This is an optimization exercise on Yosys and OpenROAD, whose aim is small area, a short achievable clock period and few clock cycles, not a production implementation. In this exercise RTL edits were held to simulation tests only and were not proved equivalent to the original. No activity file was given, so power comes from the tool's default toggle rates.

==> flow/design.v (outline; a module is shown in full before it is edited, if it fits) <==
// module MontgomeryMul_fa: 4 lines
// module MontgomeryMul: 6340 lines
module MontgomeryMul (
  input          clock,
  input          reset,
  output         io_din_ready,
  input          io_din_valid,
  input  [255:0] io_din_bits_x,
  input  [255:0] io_din_bits_y,
  input  [255:0] io_din_bits_m,
  input  [8:0]   io_din_bits_k,
  output         io_dout_valid,
  output [255:0] io_dout_bits
);
  // ...
==> flow/flow/run.sh <==
#!/bin/bash
# Own layout flow: the standard ORFS flow (standard.sh), with
#  - port buffers of a chosen cell instead of buffer_ports' default pick,
#  - the timing repair steps of the standard flow (floorplan, cts, grt)
#    asked for extra setup slack, so the resizer keeps working on paths
#    that already meet the 13 ns clock,
#  - no gate cloning.
# The clock, the SDC and every other step are the standard flow's.
set -euo pipefail
here=$(cd "$(dirname "$0")" && pwd)
source "$here/knobs.sh"
export SETUP_SLACK_MARGIN SKIP_GATE_CLONING BUFFER_PORTS_ARGS
bash standard.sh synth     > synth.log 2>&1
bash standard.sh floorplan > floorplan.log 2>&1
bash standard.sh place     > place.log 2>&1
bash standard.sh cts       > cts.log 2>&1
bash standard.sh route     > route.log 2>&1
bash standard.sh finish    > finish.log 2>&1
==> flow/flow/knobs.sh <==
SETUP_SLACK_MARGIN=9.0
SKIP_GATE_CLONING=1
BUFFER_PORTS_ARGS="-buffer_cell sky130_fd_sc_hd__buf_2"
==> flow/standard.sh <==
#!/bin/bash
# synth_recipe.tcl (not shown) runs the flow's synth.tcl, then flattens the netlist and writes it again
# the make line also repeats each setting of config.mk as NAME=value (left out here)
make -C /OpenROAD-flow-scripts/flow DESIGN_CONFIG=/design/flow/config.mk WORK_HOME=/design/flow/orfs CLKGATE_MAP_FILE= SYNTH_SCRIPT=/design/flow/synth_recipe.tcl "${@:-finish}"
==> flow/config.mk <==
export PLATFORM = sky130hd
export DESIGN_NAME = MontgomeryMul
export DESIGN_NICKNAME = MontgomeryMul
export VERILOG_FILES = /design/flow/design.v
export SDC_FILE = /design/flow/constraint.sdc
export NUM_CORES = 4
export LEC_CHECK = 0
export CAP_MARGIN = 20
export CELL_PAD_IN_SITES_DETAIL_PLACEMENT = 1
export CELL_PAD_IN_SITES_GLOBAL_PLACEMENT = 2
export CORE_MARGIN = 2
export CORE_UTILIZATION = 45
export SLEW_MARGIN = 20
export SYNTH_HIERARCHICAL = 1
export SYNTH_MINIMUM_KEEP_SIZE = 0
==> flow/constraint.sdc <==
create_clock -name core_clock -period 13.0 [get_ports {clock}]
set_input_delay 2.6000 -clock core_clock [delete_from_list [all_inputs] [get_ports {clock}]]
set_output_delay 2.6000 -clock core_clock [all_outputs]
set_load 0.01 [all_outputs]
==> metrics.md, run 1 <==
| Metric | Value |
|---|---|
| Hold_ws | 435 ps |
| Synth top area share | 0.377 |
| Most frequent cell after synthesis | nand2_1 |
| Post-synth EDFFs | 781 |
| Seq cells | between 1,000 and 1,500 |
| Post-synthesis cell count | 9,755 |
| Clock Power | 0.00506 W |
| Skew final | 116 ps |
| Fin nets | 14,093 |
| M1 GR Usage | 0.521 |
| Seq/total area | 0.252 |
| Area-dominant class | multi-input combinational cells |
| Relative slew slack | 0.206 |
| Die Height | between 500 and 600 um |
| Placed cells | 13,387 |
| CP arrival | 5690 ps |
| Sequence of cells on the critical path | buf_12 > buf_12 > nor2_1 > fa_2 > fa_1 > fa_1 > inv_1 > fa_2 > buf_4 > inv_1 > ha_1 > mux2i_1 > nor2_1 > a31oi_1 > o21ai_1 > xnor2_1 > and2_1 > or3_1 |
| Sequential area share after synthesis | 0.308 |
| Status | timing/DRC/antenna clean |
| Synth warnings | 7 |
| Int Pwr | around 0.018 W |
| GRT Util Overall | 0.411 |
| Fin Setup TNS | 0 ps |
| Clock buffers | 260 |
| Finished Layout Cells | 14,525 |
| Synth Register Bits | between 1,000 and 1,500 |
| I/O Buffers | 1,037 |
| Worst Setup SP | st_clr |
| Met3 GRT Util | 0.0969 |
| Slew @ Worst Pin | 1190 ps |
| Final wirelength | 548,000 um |
| Hold Crit Start | xr[138] |
| Largest cells by area after synthesis | fa_1, edfxtp_1, dfxtp_1 |
| Crit path to | qdn[3] |
| Multi-input logic area | between 70,000 and 80,000 sq um |
| Compound-Gate Fraction of Synth Area | 0.102 |
| Top Metal Used | met5 |
| CTS Buf Count | around 180 |
| Pin count of the biggest net entering global routing | 166 |
| Levels on crit path | 18 |
| Bufs and invs on worst path | 5 |
Testbench counts, summed over its fixed seeds: cycles 9,104.
==> run 2: changes to the inputs <==
==> flow/flow/knobs.sh (replaced) <==
SETUP_SLACK_MARGIN=8.5
SKIP_GATE_CLONING=1
BUFFER_PORTS_ARGS="-buffer_cell sky130_fd_sc_hd__buf_2"
==> metrics.md, run 2 <==
| Metric | Value |
|---|---|
| Pleak | 43.3 nW (was 48.5 nW) |
| Max Slew Vio Count | 0 (unchanged) |
| WHS Path Cells | 1 (unchanged) |
| GPL Wtd Cong | 0.950 (unchanged) |
| Fin crit share | 0.373 (was 0.384) |
| Drt pass-1 iters | 8 (was 6) |
| Most common cell after layout, fill and taps aside | nand2_1 (unchanged) |
| Largest area contributor in the netlist | fa_1 (unchanged) |
| Die Height | 507 um (unchanged) |
| Hold_ws | 431 ps (was 435 ps) |
| Vias in the first global route | 93,379 (was 97,636) |
| Die area | 257,000 sq um (unchanged) |
| Synth top area share | 0.377 (unchanged) |
| Max Root-Sink Buffers | 4 (unchanged) |
| Fin Setup TNS | 0 ps (unchanged) |
| DRT antenna net count | 0 (unchanged) |
| Dpl ws | 6500 ps (unchanged) |
| RSZ-0062 raised after global routing | yes (unchanged) |
| FF-to-FF End | qdn[3] (unchanged) |
| Worst Setup SP | mr[1] (was st_clr) |
| CP arrival | 5550 ps (was 5690 ps) |
| Min Tclk post-route | 4850 ps (was 4990 ps) |
| First-pass GRT wire length | 694,000 um (was 747,000 um) |
| Async S/R FF share, synth | 0 (unchanged) |
| Fin area | 130,000 sq um (was 143,000 sq um) |
| Starting Density | 0.452 (unchanged) |
| DR WL/cell | 35.2 um (was 37.7 um) |
| Placed standard-cell area | 121,000 sq um (unchanged) |
| Most frequent cell after synthesis | nand2_1 (unchanged) |
| Htree depth | 4 (unchanged) |
| Post-synth EDFFs | 781 (unchanged) |
| Status | timing/DRC/antenna clean (unchanged) |
| Relative slew slack | 0.171 (was 0.206) |
| Top FF cell, synth | edfxtp_1 (unchanged) |
| I/O Buffers | 1,037 (unchanged) |
| VDD IR max | 0.270 mV (was 0.209 mV) |
| Most frequent cells after synthesis | nand2_1, fa_1, edfxtp_1, dfxtp_1, clkbuf_1 (unchanged) |
| TritonCTS clock tree | done (unchanged) |
| Starting DRT DRC Count | 7,682 (was 9,351) |
| Detailed-route vias per instance | 6.10 (was 6.24) |
| Slew @ Worst Pin | 1240 ps (was 1190 ps) |
| Clock Latency Late Sink | 920 ps (was 940 ps) |
| Worst reg-to-reg setup slack | 8150 ps (was 8010 ps) |
| Max-Cap Viols | 0 (unchanged) |
| Largest register FFs | 260 (unchanged) |
| Worst hold endpoint | xr[134] (unchanged) |
| Worst-path fanout max | 3 (was 9) |
| Hold WC Path Type | flop to flop (unchanged) |
| Hold Crit Start | xr[138] (unchanged) |
| Required @ worst endpoint | 13,690 ps (was 13,700 ps) |
| Synth unique cells | 95 (unchanged) |
| Fin nets | 13,472 (was 14,093) |
| Sequential cell area | 35,100 sq um (was 36,100 sq um) |
| DRC | 0 (unchanged) |
| FMAX | 206 MHz (was 200 MHz) |
| Layout cells sized above 1 | 0.197 (was 0.346) |
| Area grow syn2layout | 14.6% (was 25.9%) |
| CP endpoint kind | flop (unchanged) |
| Setup crit start kind | flop (unchanged) |
| Pin count of the biggest net entering global routing | 166 (unchanged) |
| Largest cells by area after synthesis | fa_1, edfxtp_1, dfxtp_1 (unchanged) |
| Largest registers | xr: 260 flops, Sa: 257 flops (unchanged) |
| CTS Buf Count | 182 (unchanged) |
| FF-to-FF path depth | 17 (was 18) |
| Die width | 507 um (unchanged) |
| DP HPWL | 347,000 um (unchanged) |
| Row Count | 184 (unchanged) |
| Synth warnings | 7 (unchanged) |
| Root buffer cell | clkbuf_16 (unchanged) |
| Post-synthesis cell count | 9,755 (unchanged) |
| Commonest cells after routing, fill and taps aside | nand2_1, fa_1, buf_2, edfxtp_1, dfxtp_1 (was nand2_1, fa_1, buf_2, edfxtp_1, fa_2) |
| Final setup vio count | 0 (unchanged) |
| Crit Path Category | flop to flop (unchanged) |
| Skew final | 114 ps (was 116 ps) |
| Reg2Reg Launch Point | mr[1] (was st_clr) |
| Grt total ovfl | 0 (unchanged) |
| Synth Register Bits | 1,361 (unchanged) |
| Clock sink count | 1,361 (unchanged) |
| Pwr dens | 232 nW/um^2 (was 233 nW/um^2) |
| Sequential area share after synthesis | 0.308 (unchanged) |
| Netlist Area Pre-Place | 114,000 sq um (unchanged) |
| Avg Cell Area, Syn | 11.7 sq um (unchanged) |
| Multi-input logic area | 75,600 sq um (was 78,700 sq um) |
| Core box area | 251,000 sq um (unchanged) |
| Antenna violations before repair | 53 (was 56) |
| GRT Util Overall | 0.377 (was 0.411) |
| I/O pin count | 1,038 (unchanged) |
| # fillers | 26,143 (was 25,288) |
| Setup slack after layout | 8150 ps (was 8010 ps) |
| Final hold violation count | 0 (unchanged) |
| Reg with most FFs | xr (unchanged) |
| Via count | 84,776 (was 90,590) |
| Reg clk slew, reported paths | 60 ps (about the same) |
| Final wirelength | 489,000 um (was 548,000 um) |
run 2: cell count changes in the layout (fill, tap and decap cells not counted), moves of 35 or more:
cell	change
fa_1	+732
fa_2	-732
buf_4	-398
dfxtp_4	-249
dfxtp_1	+248
buf_6	-212
buf_2	+185
buf_12	-116
nand2_1	+86
buf_16	-66
nand2_2	-51
nand2_4	-35
run 2: through the flow:
stage / total power, W / std cells / util
floorplan: 0.0178 / 9756 / -
finish: 0.0303 / 13909 / 0.518
global placement: 0.0232 / 13387 / 0.480
global route: 0.0321 / 13897 / 0.518
CTS: 0.0295 / 13827 / 0.514
detailed placement: 0.0235 / 13387 / 0.480
run 2: worst max path at each step:
| stage | endpoint | slack, ps | cells after the start |
|---|---|---|---|
| after floorplan | io_din_ready | 6640 | 0 |
| after CTS | Ca[250] | 8250 | 18 |
| after global routing | qdn[3] | 8010 | 19 |
| after detailed placement | Ca[255] | 6500 | 17 |
| final | qdn[3] | 8150 | 17 |
| after global placement | Ca[255] | 6650 | 17 |
run 2: timing repair:
| item | in CTS | in global routing |
|---|---|---|
| endpoints found under the setup margin | 597 | 193 |
| resized for setup | 230 | 144 |
| setup buffers | 112 | 52 |
| hold buffers | 0 | 0 |
| pin swaps | 38 | 60 |
run 2: final cells by class:
cell class,instances,share of cell area
Antenna cell,29,0.000557
Clock buffer,260,0.0394
Clock inverter,68,0.00471
Inverter,319,0.00936
Multi-Input combinational cell,7242,0.580
Sequential cell,1361,0.270
Tap cell,3348,0.0321
Timing Repair Buffer,1282,0.0643
run 2: logic make-up (layout without fill, tap and decap cells):
logic type               count (synthesis)  in the layout  share of synthesized area
other                                    2             32                  0.0000660
adder cells (fa/ha/maj)               2304           2304                      0.395
AO/OA/AOI/OAI                         1612           1612                      0.102
buffers and inverters                 1153           1929                     0.0474
multiplexers                           360            360                     0.0354
XOR/XNOR                               150            150                     0.0116
flip-flops                            1361           1361                      0.308
AND/OR/NAND/NOR                       2813           2813                      0.101
run 2: power by group:
part | switching (W) | internal (W) | leakage [nW]
sequential | 0.00160 | 0.00556 | 12.5
combinational | 0.00992 | 0.00816 | 28.0
clock | 0.00213 | 0.00290 | 2.80
run 2: metal layers:
metal	wire, um	global-route usage
met4	29100	0.189
met5	135	0
met3	38700	0.0718
met1	191000	0.488
met2	231000	0.607
run 2: Yosys stat by module, one instance, submodules excluded:
module | cell area [sq um] | copies in the design | cells | flip-flops and latches
MontgomeryMul_fa | 20.0 | 2073 | 1 | 0
MontgomeryMul | 72200 | 1 | 7682 | 1361
run 2: critical path: stages (launching register included):
cell and delay (ps):
edfxtp_1 460, mux2i_1 200, o21ai_2 120, fa_1 510
fa_2 380, fa_1 450, or4_4 460, nor2_4 120
fa_2 510, ha_4 260, nor2b_4 130, o21ai_2 70
o21ai_2 100, a21oi_2 210, o21ai_2 110, xnor2_1 130
and2_1 160, or3_1 350

-- afterwards: timing with drivers on the ports --
The flow's constraints put no driver on any port. The routed layouts listed below were extracted and timed again, unchanged, in two steps.
Step 1: set_driving_cell puts a clkbuf_16 on clock and a buf_2 on each other input, an assumption about the parent block.
Step 2 times the ports against the registers' clock, not the clock port: input delays grow and output delays shrink by t, the midpoint of the rising clock arrivals with the driver on.
Three values: ideal, step 1, step 2; two values: the first two.
run	t, ns	slack for setup (ns)	hold slack, ns	worst register clock-pin slew, ns
run 1	0.982	8.006 / 8.006 / 8.006	0.435 / 0.435 / 0.435	0.07 / 0.07
run 2	0.981	8.147 / 8.147 / 8.147	0.431 / 0.431 / 0.431	0.07 / 0.07
After both steps setup and hold are still met in every run listed.
